What follows belongs to an exercise in optimizing a design on an open flow for small area, a short achievable clock period and few clock cycles per item; a production flow would make more cautious choices.
At most, simulation tests tie the RTL to the original design; equivalence was not proved.

==> flow/design.v (excerpt) <==
module reciprocal_float(
    input clk, rst,
    input start,
    input [31:0] x,
    output [31:0] out,
    output done, zero_flag
);
clock: 11.0 ns
lec_check: 0
abc_clock_period_in_ps: 1500
cap_margin: 20
core_margin: 2
core_utilization: 40
slew_margin: 20
standard.sh (not shown) runs the stock make flow with config.mk's settings and CLKGATE_MAP_FILE= SYNTH_SCRIPT=/design/flow/synth_recipe.tcl, a recipe that flattens the netlist after the stock synthesis.
==> flow/flow/run.sh <==
#!/bin/bash
# The standard layout (standard.sh, unchanged synthesis), with repair_timing
# aiming below the clock period and smaller port buffers.
set -euo pipefail
bash standard.sh SETUP_SLACK_MARGIN=7.8 'BUFFER_PORTS_ARGS=-buffer_cell sky130_fd_sc_hd__buf_1' finish > standard_flow.log 2>&1
Testbench counts at the start, summed over its fixed seeds: cycles 40,000, items 1,600.
==> next run, changes <==
ABC_CLOCK_PERIOD_IN_PS = default   (was 1500)
Outcome:
- The new run went through all stages and came out clean
- global-route usage is unchanged
- wire length stays the same
- cell count does not change
- count of clock-buffer cells in the layout does not change
- final area does not change
- register-to-register slack barely changes

* * *

reciprocal_float, a different RTL version from the one above (not shown whole).
==> flow/config.mk <==
export PLATFORM = sky130hd
export DESIGN_NAME = reciprocal_float
export DESIGN_NICKNAME = reciprocal_float
export VERILOG_FILES = /design/flow/design.v
export SDC_FILE = /design/flow/constraint.sdc
export NUM_CORES = 4
export LEC_CHECK = 0
export CAP_MARGIN = 20
export CORE_MARGIN = 2
export CORE_UTILIZATION = 40
export SLEW_MARGIN = 20
==> flow/constraint.sdc <==
create_clock -name core_clock -period 11.0 [get_ports {clk}]
set_input_delay 2.2000 -clock core_clock [delete_from_list [all_inputs] [get_ports {clk}]]
set_output_delay 2.2000 -clock core_clock [all_outputs]
set_load 0.01 [all_outputs]
Scripts as last shown in full above: flow/flow/run.sh
The starting point passed the timing, design-rule and antenna checks.
Next try:
==> flow/flow/run.sh (replaced) <==
#!/bin/bash
# The standard layout (standard.sh, unchanged synthesis), with repair_timing
# aiming below the clock period and smaller port buffers.
set -euo pipefail
bash standard.sh SETUP_SLACK_MARGIN=7.4 'BUFFER_PORTS_ARGS=-buffer_cell sky130_fd_sc_hd__buf_1' finish > standard_flow.log 2>&1
Outcome: The new run finished clean; cell area went down by 4.2%; via count went down by 1.4%; area after synthesis does not change; global-route usage went down by 0.38 points; clock skew stays flat; final cell count went down by 1.1%; wire length went down by 3.1%; count of clock-buffer cells in the layout went up by 1; setup slack improves by 46 ps.
No functional check of the RTL was part of any run of this note.

* * *

## run A
Another version of the RTL of reciprocal_float (not shown whole).
Size: roughly 490 cells after synthesis, roughly 69 I/O pins, ~4300 um2 of cells after synthesis.
clock: 11.0 ns
lec_check: 0
cap_margin: 20
core_margin: 2
core_utilization: 40
slew_margin: 20
synth_hierarchical: 1
synth_minimum_keep_size: 0
==> flow/flow/run.sh <==
#!/bin/bash
# The standard layout (standard.sh, unchanged synthesis), with repair_timing
# aiming below the clock period and smaller port buffers.
set -euo pipefail
bash standard.sh SETUP_SLACK_MARGIN=7.8 'BUFFER_PORTS_ARGS=-buffer_cell sky130_fd_sc_hd__buf_1' finish > standard_flow.log 2>&1
Testbench counts of run A, summed over its fixed seeds: cycles 40,000, items 1,600.
Modified inputs, run B compared to run A
Settings: ABC_AREA: unset -> 1.
--- a/flow/flow/run.sh
+++ b/flow/flow/run.sh
@@ -5 +5 @@
-bash standard.sh SETUP_SLACK_MARGIN=7.8 'BUFFER_PORTS_ARGS=-buffer_cell sky130_fd_sc_hd__buf_1' finish > standard_flow.log 2>&1
+bash standard.sh SETUP_SLACK_MARGIN=7.6 'BUFFER_PORTS_ARGS=-buffer_cell sky130_fd_sc_hd__buf_1' finish > standard_flow.log 2>&1
## What came out
In the flow results for run A and run B, the sequential share of cell area is smaller on run B.
Looking only at number of instances in the synthesized netlist, and setting everything else aside, the higher value of run A and run B goes to run B.
[compare] base=run A new=run B: count of distinct cell types in the synthesized netlist fell by about 36%; post-route fraction of the period consumed by the critical path roughly the same.
For fmax, run A and run B come out practically identical.
Looking at largest family of logic cells by synthesized area, the simple AND/OR/NAND/NOR gates result is from run B; the compound AO/OA/AOI/OAI gates one comes from run A.
Relative to run B, the following input files were edited for run C:
Settings: CTS_CLUSTER_DIAMETER now 100, previously not set; CTS_CLUSTER_SIZE now 50, previously not set; ABC_AREA no longer set, was 1.
--- a/flow/flow/run.sh
+++ b/flow/flow/run.sh
@@ -5 +5 @@
-bash standard.sh SETUP_SLACK_MARGIN=7.6 'BUFFER_PORTS_ARGS=-buffer_cell sky130_fd_sc_hd__buf_1' finish > standard_flow.log 2>&1
+bash standard.sh SETUP_SLACK_MARGIN=7.8 'BUFFER_PORTS_ARGS=-buffer_cell sky130_fd_sc_hd__buf_1' finish > standard_flow.log 2>&1
==> comparison <==
Per the final summary, run C finished and its layout is clean on timing, DRC and antenna. Relative to run B, the fraction of area in clock buffers and inverters of run C is lower by 1.7 points. Run C vs. run B: global routing met3 resource utilization moved down, tightest slew margin relative to the limit moved down, instance count after placement with tap cells included went down, transition at the pin with the smallest max-transition slack saw an increase, count of clock-buffer cells in the layout lost 4. Diff run B -> run C | instance count of the mapped netlist | down by more than 10%. Clock latency reported for the late side of the worst-skew pair | run C above run B. Run B → run C: initial core utilization level, fraction of area in registers moved up.
Modified inputs, run D compared to run C
Settings: CTS_BUF_LIST: unset -> sky130_fd_sc_hd__clkbuf_4 sky130_fd_sc_hd__clkbuf_8; CTS_CLUSTER_DIAMETER: 100 -> unset; CTS_CLUSTER_SIZE: 50 -> unset.
--- a/flow/flow/run.sh
+++ b/flow/flow/run.sh
@@ -5 +5 @@
-bash standard.sh SETUP_SLACK_MARGIN=7.8 'BUFFER_PORTS_ARGS=-buffer_cell sky130_fd_sc_hd__buf_1' finish > standard_flow.log 2>&1
+bash standard.sh SETUP_SLACK_MARGIN=7.6 'BUFFER_PORTS_ARGS=-buffer_cell sky130_fd_sc_hd__buf_1' finish > standard_flow.log 2>&1
--- outcome ---
Comparing run D with run C, the post-route minimum period came out essentially unchanged.
Any difference in sequential share of layout area between run D and run C is small enough to ignore.
Run D did not stop at any stage, and its layout met the timing, design-rule and antenna checks.
Looking at run C and run D, the hold slack is a wash.
Share of the clock period used by the worst path after layout: run C vs run D, no meaningful difference
The inputs of run E differ from those of run D as listed below.
Settings: setting ABC_AREA to 1 for the first time; removing CTS_BUF_LIST (formerly sky130_fd_sc_hd__clkbuf_4 sky130_fd_sc_hd__clkbuf_8).
--- a/flow/flow/run.sh
+++ b/flow/flow/run.sh
@@ -5 +5 @@
-bash standard.sh SETUP_SLACK_MARGIN=7.6 'BUFFER_PORTS_ARGS=-buffer_cell sky130_fd_sc_hd__buf_1' finish > standard_flow.log 2>&1
+bash standard.sh SETUP_SLACK_MARGIN=7.8 'BUFFER_PORTS_ARGS=-buffer_cell sky130_fd_sc_hd__buf_1' finish > standard_flow.log 2>&1
--- outcome ---
- From run D to run E the numbers moved as follows: core utilization picked up an extra 0.72 points, smallest hold slack lost 14 ps.
- Run E does worse than run D on total wirelength of the detailed-routed design.
- For the number of tap cells added at floorplan, run E came in about 3% higher than run D did.
[inputs] run F vs run E
Settings: CORE_UTILIZATION changed from 40 to 60; ABC_AREA removed (was 1).
--- outcome ---
Run F finished every stage and its layout cleared the timing, design-rule and antenna checks.
The run showing the greater wire length on met2 is run E.
Run F vs run E: count of buffers not belonging to the clock network in the layout up slightly
Between run F and run E, it is run F whose routed wire length is lower, by 800 um.
Summary of run F over run E: worst-case setup margin in the final layout moved up, proportion of final cell area spent on non-clock buffers moved up, starting utilization of the core area moved up, fraction of the cycle the final worst path needs level.

* * *

Another version of the RTL of reciprocal_float (not shown whole).
Size in the first run: roughly 410 cells after synthesis, ~69 I/O pins.
==> flow/config.mk <==
export PLATFORM = sky130hd
export DESIGN_NAME = reciprocal_float
export DESIGN_NICKNAME = reciprocal_float
export VERILOG_FILES = /design/flow/design.v
export SDC_FILE = /design/flow/constraint.sdc
export NUM_CORES = 4
export LEC_CHECK = 0
export CAP_MARGIN = 20
export CORE_MARGIN = 2
export CORE_UTILIZATION = 40
export SLEW_MARGIN = 20
export SYNTH_HIERARCHICAL = 1
export SYNTH_MINIMUM_KEEP_SIZE = 0
==> flow/constraint.sdc <==
create_clock -name core_clock -period 11.0 [get_ports {clk}]
set_input_delay 2.2000 -clock core_clock [delete_from_list [all_inputs] [get_ports {clk}]]
set_output_delay 2.2000 -clock core_clock [all_outputs]
set_load 0.01 [all_outputs]
==> flow/flow/run.sh <==
#!/bin/bash
# The standard layout (standard.sh, unchanged synthesis), with repair_timing
# aiming below the clock period and smaller port buffers.
set -euo pipefail
bash standard.sh SETUP_SLACK_MARGIN=7.7 'BUFFER_PORTS_ARGS=-buffer_cell sky130_fd_sc_hd__buf_1' finish > standard_flow.log 2>&1
The baseline ran to the end with no violations.
Testbench counts at the start, summed over its fixed seeds: cycles 40,000, items 1,600.
Next try:
==> flow/flow/run.sh (replaced) <==
#!/bin/bash
# The standard layout (standard.sh, unchanged synthesis), with repair_timing
# aiming below the clock period and smaller port buffers.
set -euo pipefail
bash standard.sh SETUP_SLACK_MARGIN=7.8 'BUFFER_PORTS_ARGS=-buffer_cell sky130_fd_sc_hd__buf_1' finish > standard_flow.log 2>&1
After rerunning: The changed run finished with timing, DRC and antenna clean. Via count barely changes. Maximum frequency increases by 3.3%. Final cell count increases by about 0.34%. Setup slack improves by 0.10 ns. Critical path depth is unchanged.

* * *

Another version of the RTL of reciprocal_float (not shown whole).
For scale: about 70 flip-flops, ~69 I/O pins, roughly 0.0058 mm^2 of cells after synthesis.
Settings: LEC_CHECK=0, ABC_CLOCK_PERIOD_IN_PS=3000, CAP_MARGIN=20, CORE_MARGIN=2, CORE_UTILIZATION=40, SLEW_MARGIN=20; clock period 11.0 ns.
run.sh (not shown) runs the stock make flow with config.mk's settings and CLKGATE_MAP_FILE= SYNTH_SCRIPT=/design/flow/synth_recipe.tcl, a recipe that flattens the netlist after the stock synthesis.
Stock flow here: none of the scripts above is used.
==> next run, changes <==
--- a/flow/config.mk
+++ b/flow/config.mk
@@ -7,3 +7,2 @@
 export LEC_CHECK = 0
-export ABC_CLOCK_PERIOD_IN_PS = 3000
 export CAP_MARGIN = 20
After rerunning:
- via count does not change
- clock-buffer cell count stays the same
- non-clock buffer count does not change
- final cell count stays the same
- design area is unchanged
- register-to-register slack stays flat
- synthesized area stays the same
- wire length does not change
No functional check of the RTL was part of any run of this note.

* * *

== build 11 ==
reciprocal_float with an RTL version that a note above also has.
Size in the first run: roughly 390 cells after synthesis, about 64 flip-flops, about 0.0035 sq mm of cells after synthesis.
export LEC_CHECK = 0
export CAP_MARGIN = 20
export CORE_MARGIN = 2
export CORE_UTILIZATION = 40
export CTS_BUF_LIST = sky130_fd_sc_hd__clkbuf_4
export CTS_CLUSTER_SIZE = 10
export SLEW_MARGIN = 20
create_clock -name core_clock -period 11.0 [get_ports {clk}]
standard.sh (not shown) runs the stock make flow with config.mk's settings and CLKGATE_MAP_FILE= SYNTH_SCRIPT=/design/flow/synth_recipe.tcl, a recipe that flattens the netlist after the stock synthesis.
==> flow/flow/run.sh <==
#!/bin/bash
# The standard layout (standard.sh, unchanged synthesis), with repair_timing
# aiming below the clock period and smaller port buffers.
set -euo pipefail
bash standard.sh SETUP_SLACK_MARGIN=7.8 'BUFFER_PORTS_ARGS=-buffer_cell sky130_fd_sc_hd__buf_1' finish > standard_flow.log 2>&1
Build 11 finished all stages; the layout is clean.
Testbench counts of build 11, summed over its fixed seeds: cycles 40,000, items 1,600.
The following lists how build 12 was set up differently from build 11:
# build 11
export LEC_CHECK = 0
export CAP_MARGIN = 20
export CORE_MARGIN = 2
export CORE_UTILIZATION = 40
export CTS_BUF_LIST = sky130_fd_sc_hd__clkbuf_4
export CTS_CLUSTER_SIZE = 10
export SLEW_MARGIN = 20
create_clock -name core_clock -period 11.0 [get_ports {clk}]
# build 12
export LEC_CHECK = 0
export CAP_MARGIN = 20
export CORE_MARGIN = 2
export CORE_UTILIZATION = 40
export SLEW_MARGIN = 20
export SYNTH_HIERARCHICAL = 1
export SYNTH_MINIMUM_KEEP_SIZE = 0
create_clock -name core_clock -period 11.0 [get_ports {clk}]
### Flow results
- Summary: setup slack, build 12 better than build 11
- Build 12 vs build 11, final-layout worst hold slack went down by 0.012 ns.
[inputs] build 45 vs build 12
# build 12
export LEC_CHECK = 0
export CAP_MARGIN = 20
export CORE_MARGIN = 2
export CORE_UTILIZATION = 40
export SLEW_MARGIN = 20
export SYNTH_HIERARCHICAL = 1
export SYNTH_MINIMUM_KEEP_SIZE = 0
create_clock -name core_clock -period 11.0 [get_ports {clk}]
# build 45
export LEC_CHECK = 0
export ABC_CLOCK_PERIOD_IN_PS = 2500
export CAP_MARGIN = 20
export CORE_MARGIN = 2
export CORE_UTILIZATION = 40
export SLEW_MARGIN = 20
create_clock -name core_clock -period 11.0 [get_ports {clk}]
==> comparison <==
On count of distinct cell types in the synthesized netlist, the higher figure sits with build 45, not build 12.
Looking at gate count after technology mapping, build 45 sits about 6% below build 12.
Compared to build 12, the router laid down more metal wire for build 45.
In build 45, the cell area after technology mapping came out about 3% below the value in build 12.
Build 45 finished end to end and its layout was clean on timing, DRC and antenna.
Edits applied to the flow inputs when going from build 45 to build 47:
# build 45
export LEC_CHECK = 0
export ABC_CLOCK_PERIOD_IN_PS = 2500
export CAP_MARGIN = 20
export CORE_MARGIN = 2
export CORE_UTILIZATION = 40
export SLEW_MARGIN = 20
create_clock -name core_clock -period 11.0 [get_ports {clk}]
# build 47
export LEC_CHECK = 0
export CAP_MARGIN = 20
export CORE_MARGIN = 2
export CORE_UTILIZATION = 50
export SLEW_MARGIN = 20
create_clock -name core_clock -period 11.0 [get_ports {clk}]
==> results.txt <==
Across build 47 and build 45, none had a timing, DRC or antenna violation. Build 47 vs. build 45: path depth of the worst reg2reg path went up by 1. Summary — minimum setup slack after placement, build 47 relative to build 45: higher, by 0.037 ns. Diff build 47 and build 45: final setup slack of the worst path higher in build 45. Clock transition at the registers of the reported paths delta (build 45 -> build 47): insignificant. Changes observed in build 47 relative to build 45: maximum clock insertion buffer count essentially unchanged; non-clock buffer count increased 3; height of the die decreased 10%.

* * *

Setup of build 49:
reciprocal_float with an RTL version that a note above also has.
Size in the first run: about 410 cells after synthesis, roughly 64 flip-flops, roughly 69 I/O pins.
// reciprocal_float
module reciprocal_float(
    input clk, rst,
    input start,
    input [31:0] x,
    output [31:0] out,
    output done, zero_flag
);
    localparam NC = 23;          
    localparam W = 29;           
    reg busy, done_r, first_r;
    reg [4:0] cnt;
    reg [22:0] xm_r;             
    reg [W-1:0] r;
    reg s_r, zf_r, mz_r, p24_r;
    wire [22:0] keep;
    genvar k;
    generate
        for (k = 0; k < 23; k = k + 1) begin : dec
            assign keep[k] = ~busy | (cnt < k);
        end
    endgenerate
    wire first = first_r;
    wire [W-1:0] xm0 = {{(W-25){1'b0}}, 1'b1, xm_r, 1'b0};
    wire p0 = ~r[W-1];
    wire [W-1:1] b0 = xm0[W-1:1] ^ {(W-1){p0}};
    wire [W-1:1] t0;
    pfx_add #(.W(W-1)) ad0 (.a(r[W-1:1]), .b(b0), .cin(p0 | first), .s(t0));
    wire [W-1:0] rn = {t0[W-2:1], r[0], p0};
    wire mz = ~(|x[22:0]);
    wire last = (cnt == NC - 1);
    wire [7:0] ex = ~x[30:23] - 8'd2 + {7'd0, mz_r};
    always @(posedge clk or posedge rst) begin
        if (rst) begin
            busy <= 1'b0;
            done_r <= 1'b0;
        end else begin
            done_r <= busy && last;
            if (!busy)
                busy <= start;
            else if (last)
                busy <= 1'b0;
        end
    end
    always @(posedge clk) begin
        first_r <= ~busy;
        cnt <= busy ? cnt + 5'd1 : 5'd0;
        if (!busy)
            r <= ~{{(W-25){1'b0}}, x[22:0], 2'b00};
        else if (first && mz_r)
            r <= {{(W-25){1'b1}}, 23'd0, 2'b11};
        else if (last)
            r <= {ex, rn[20:0]};
        else
            r <= rn;
        xm_r <= x[22:0] & keep;
        p24_r <= ~t0[W-1];
        s_r <= x[31];
        mz_r <= mz;
        zf_r <= mz & ~(|x[30:23]);
    end
    assign done = done_r;
    assign zero_flag = zf_r;
    assign out = {s_r, r[28:21], r[20:0], p24_r, 1'b1};
endmodule
==> flow/config.mk <==
export PLATFORM = sky130hd
export DESIGN_NAME = reciprocal_float
export DESIGN_NICKNAME = reciprocal_float
export VERILOG_FILES = /design/flow/design.v
export SDC_FILE = /design/flow/constraint.sdc
export NUM_CORES = 4
export LEC_CHECK = 0
export CAP_MARGIN = 20
export CORE_MARGIN = 2
export CORE_UTILIZATION = 40
export SLEW_MARGIN = 20
export SYNTH_HIERARCHICAL = 1
export SYNTH_MINIMUM_KEEP_SIZE = 0
==> flow/constraint.sdc <==
create_clock -name core_clock -period 11.0 [get_ports {clk}]
set_input_delay 2.2000 -clock core_clock [delete_from_list [all_inputs] [get_ports {clk}]]
set_output_delay 2.2000 -clock core_clock [all_outputs]
set_load 0.01 [all_outputs]
==> flow/flow/run.sh <==
#!/bin/bash
# The standard layout (standard.sh, unchanged synthesis), with repair_timing
# aiming below the clock period and smaller port buffers.
set -euo pipefail
bash standard.sh SETUP_SLACK_MARGIN=7.9 'BUFFER_PORTS_ARGS=-buffer_cell sky130_fd_sc_hd__buf_1' finish > standard_flow.log 2>&1
Build 49 completed every stage of the flow, and the final layout passed the timing, design-rule and antenna checks.
Testbench counts of build 49, summed over its fixed seeds: cycles 40,000, items 1,600.
#### Input delta (build 66 over build 49)
Settings: a change of CORE_UTILIZATION from 40 to 55.
==> flow/flow/run.sh <==
#!/bin/bash
# The standard layout (standard.sh, unchanged synthesis), with repair_timing
# aiming below the clock period and smaller port buffers.
set -euo pipefail
bash standard.sh SETUP_SLACK_MARGIN=7.8 'BUFFER_PORTS_ARGS=-buffer_cell sky130_fd_sc_hd__buf_1' finish > standard_flow.log 2>&1
[summary]
Across both runs, proportion of cell area spent on the clock network was higher for build 66 than for build 49.
Relative to build 49, routing usage on met3 has decreased by 1.0 points in build 66.
Compared with build 49, total area of sequential cells in build 66 decreased slightly.
First-iteration DRC count sits lower in build 66 than in build 49.
Area added between synthesis and finish (build 66 over build 49): decrease, 2.2 points
Per the comparison of build 66 with build 49, initial core utilization climbed 16 points, fmax moved up, count of clock-buffer cells in the layout went down by 2, final design instance area without fill now sits lower.
Build 66 ended with less portion of the layout cell area used by non-clock buffers than build 49.
> inputs changed (build 66 -> build 92)
Settings: a deleted SYNTH_MINIMUM_KEEP_SIZE that had been 0; a deleted SYNTH_HIERARCHICAL that had been 1; a change of CORE_UTILIZATION from 55 to 40.
==> results.txt <==
Build 92 reached the final stage; the timing, design-rule and antenna checks on its layout passed.
Delta (build 92 minus build 66): via count of the first global-routing pass now smaller, met3 track demand over resource in global routing rose 0.21 points.
Between build 92 and build 66, it is build 92 whose met2 usage is lower, by 11 points.
Setup changes, build 92 to build 14
Settings: SYNTH_MINIMUM_KEEP_SIZE now 0, previously not set; SYNTH_HIERARCHICAL now 1, previously not set; PLACE_DENSITY now 0.75, previously not set.
### Flow results
Any difference in count of cells resized by post-cts repair between build 14 and build 92 is small enough to ignore.
Measured against build 92, the overall via count from detail_route of build 14 comes out at 1.06 times the reference value.
From build 92 to build 14 the numbers moved as follows: adder-cell area share of the yosys netlist went down; core area went up.
Going from build 92 to build 14, the non-clock buffer count was found to have gone up by about 4%.

-- static timing again, ports no longer ideal --
The results above use ideal ports. As a check the final layouts listed here were re-extracted and re-timed, cells and wires unchanged.
Step 1 assumes that a clkbuf_16 drives the clock port and a buf_2 every other input.
Step 2 also shifts input and output timing later by t, the mid clock arrival at the registers, as if the neighbouring blocks saw the same clock.
Slacks: ideal ports / drivers / drivers and shift; pairs: ideal ports / drivers.
| run | shift t [ns] | setup WS [ns] | worst setup path at the end | clock arrival spread, ns | slew at the worst register clock pin (ns) |
|---|---|---|---|---|---|
| the first run of note 1 | 0.379 | 7.872 / 7.842 / 7.546 | input to register | 0.007 / 0.007 | 0.07 / 0.07 |
| the second run of note 1 | 0.379 | 7.872 / 7.842 / 7.546 | input to register | 0.007 / 0.007 | 0.07 / 0.07 |
| the first run of note 2 | 0.371 | 7.094 / 7.090 / 6.719 | input to register | 0.008 / 0.008 | 0.06 / 0.06 |
| the second run of note 2 | 0.372 | 7.140 / 7.135 / 6.763 | input to register | 0.010 / 0.010 | 0.06 / 0.06 |
| run A | 0.376 | 7.892 / 7.859 / 7.739 | input to register | 0.011 / 0.011 | 0.08 / 0.08 |
| run B | 0.368 | 7.892 / 7.853 / 7.806 | input to register | 0.008 / 0.008 | 0.06 / 0.06 |
| run C | 0.376 | 7.892 / 7.859 / 7.739 | input to register | 0.011 / 0.011 | 0.08 / 0.08 |
| run D | 0.376 | 7.892 / 7.859 / 7.739 | input to register | 0.011 / 0.011 | 0.08 / 0.08 |
| run E | 0.368 | 7.892 / 7.853 / 7.806 | input to register | 0.008 / 0.008 | 0.06 / 0.06 |
| run F | 0.375 | 7.895 / 7.863 / 7.777 | input to register | 0.010 / 0.010 | 0.08 / 0.08 |
| the first run of note 4 | 0.370 | 7.750 / 7.720 / 7.518 | input to register | 0.009 / 0.010 | 0.07 / 0.07 |
| the second run of note 4 | 0.369 | 7.855 / 7.824 / 7.619 | input to register | 0.009 / 0.010 | 0.07 / 0.07 |
| the first run of note 5 | 0.385 | 4.725 / 4.725 / 4.725 | register to register | 0.005 / 0.005 | 0.06 / 0.06 |
| the second run of note 5 | 0.385 | 4.725 / 4.725 / 4.725 | register to register | 0.005 / 0.005 | 0.06 / 0.06 |
| build 11 | 0.436 | 7.860 / 7.832 / 7.437 | input to register | 0.018 / 0.017 | 0.12 / 0.12 |
| build 12 | 0.377 | 7.868 / 7.835 / 7.572 | input to register | 0.012 / 0.013 | 0.08 / 0.08 |
| build 45 | 0.379 | 7.872 / 7.842 / 7.546 | input to register | 0.007 / 0.007 | 0.07 / 0.07 |
| build 47 | 0.363 | 7.833 / 7.801 / 7.544 | input to register | 0.007 / 0.007 | 0.08 / 0.08 |
| build 49 | 0.362 | 7.859 / 7.827 / 7.639 | input to register | 0.008 / 0.007 | 0.07 / 0.07 |
| build 66 | 0.361 | 7.873 / 7.843 / 7.513 | input to register | 0.009 / 0.009 | 0.07 / 0.07 |
| build 92 | 0.365 | 7.795 / 7.807 / 7.441 | input to register | 0.016 / 0.015 | 0.08 / 0.08 |
| build 14 | 0.371 | 7.860 / 7.827 / 7.571 | input to register | 0.009 / 0.010 | 0.07 / 0.07 |
After both steps every run listed still meets setup and hold. For build 11, which loses most, drivers alone change the setup slack by -0.028 ns; drivers and shift together by -0.423 ns.
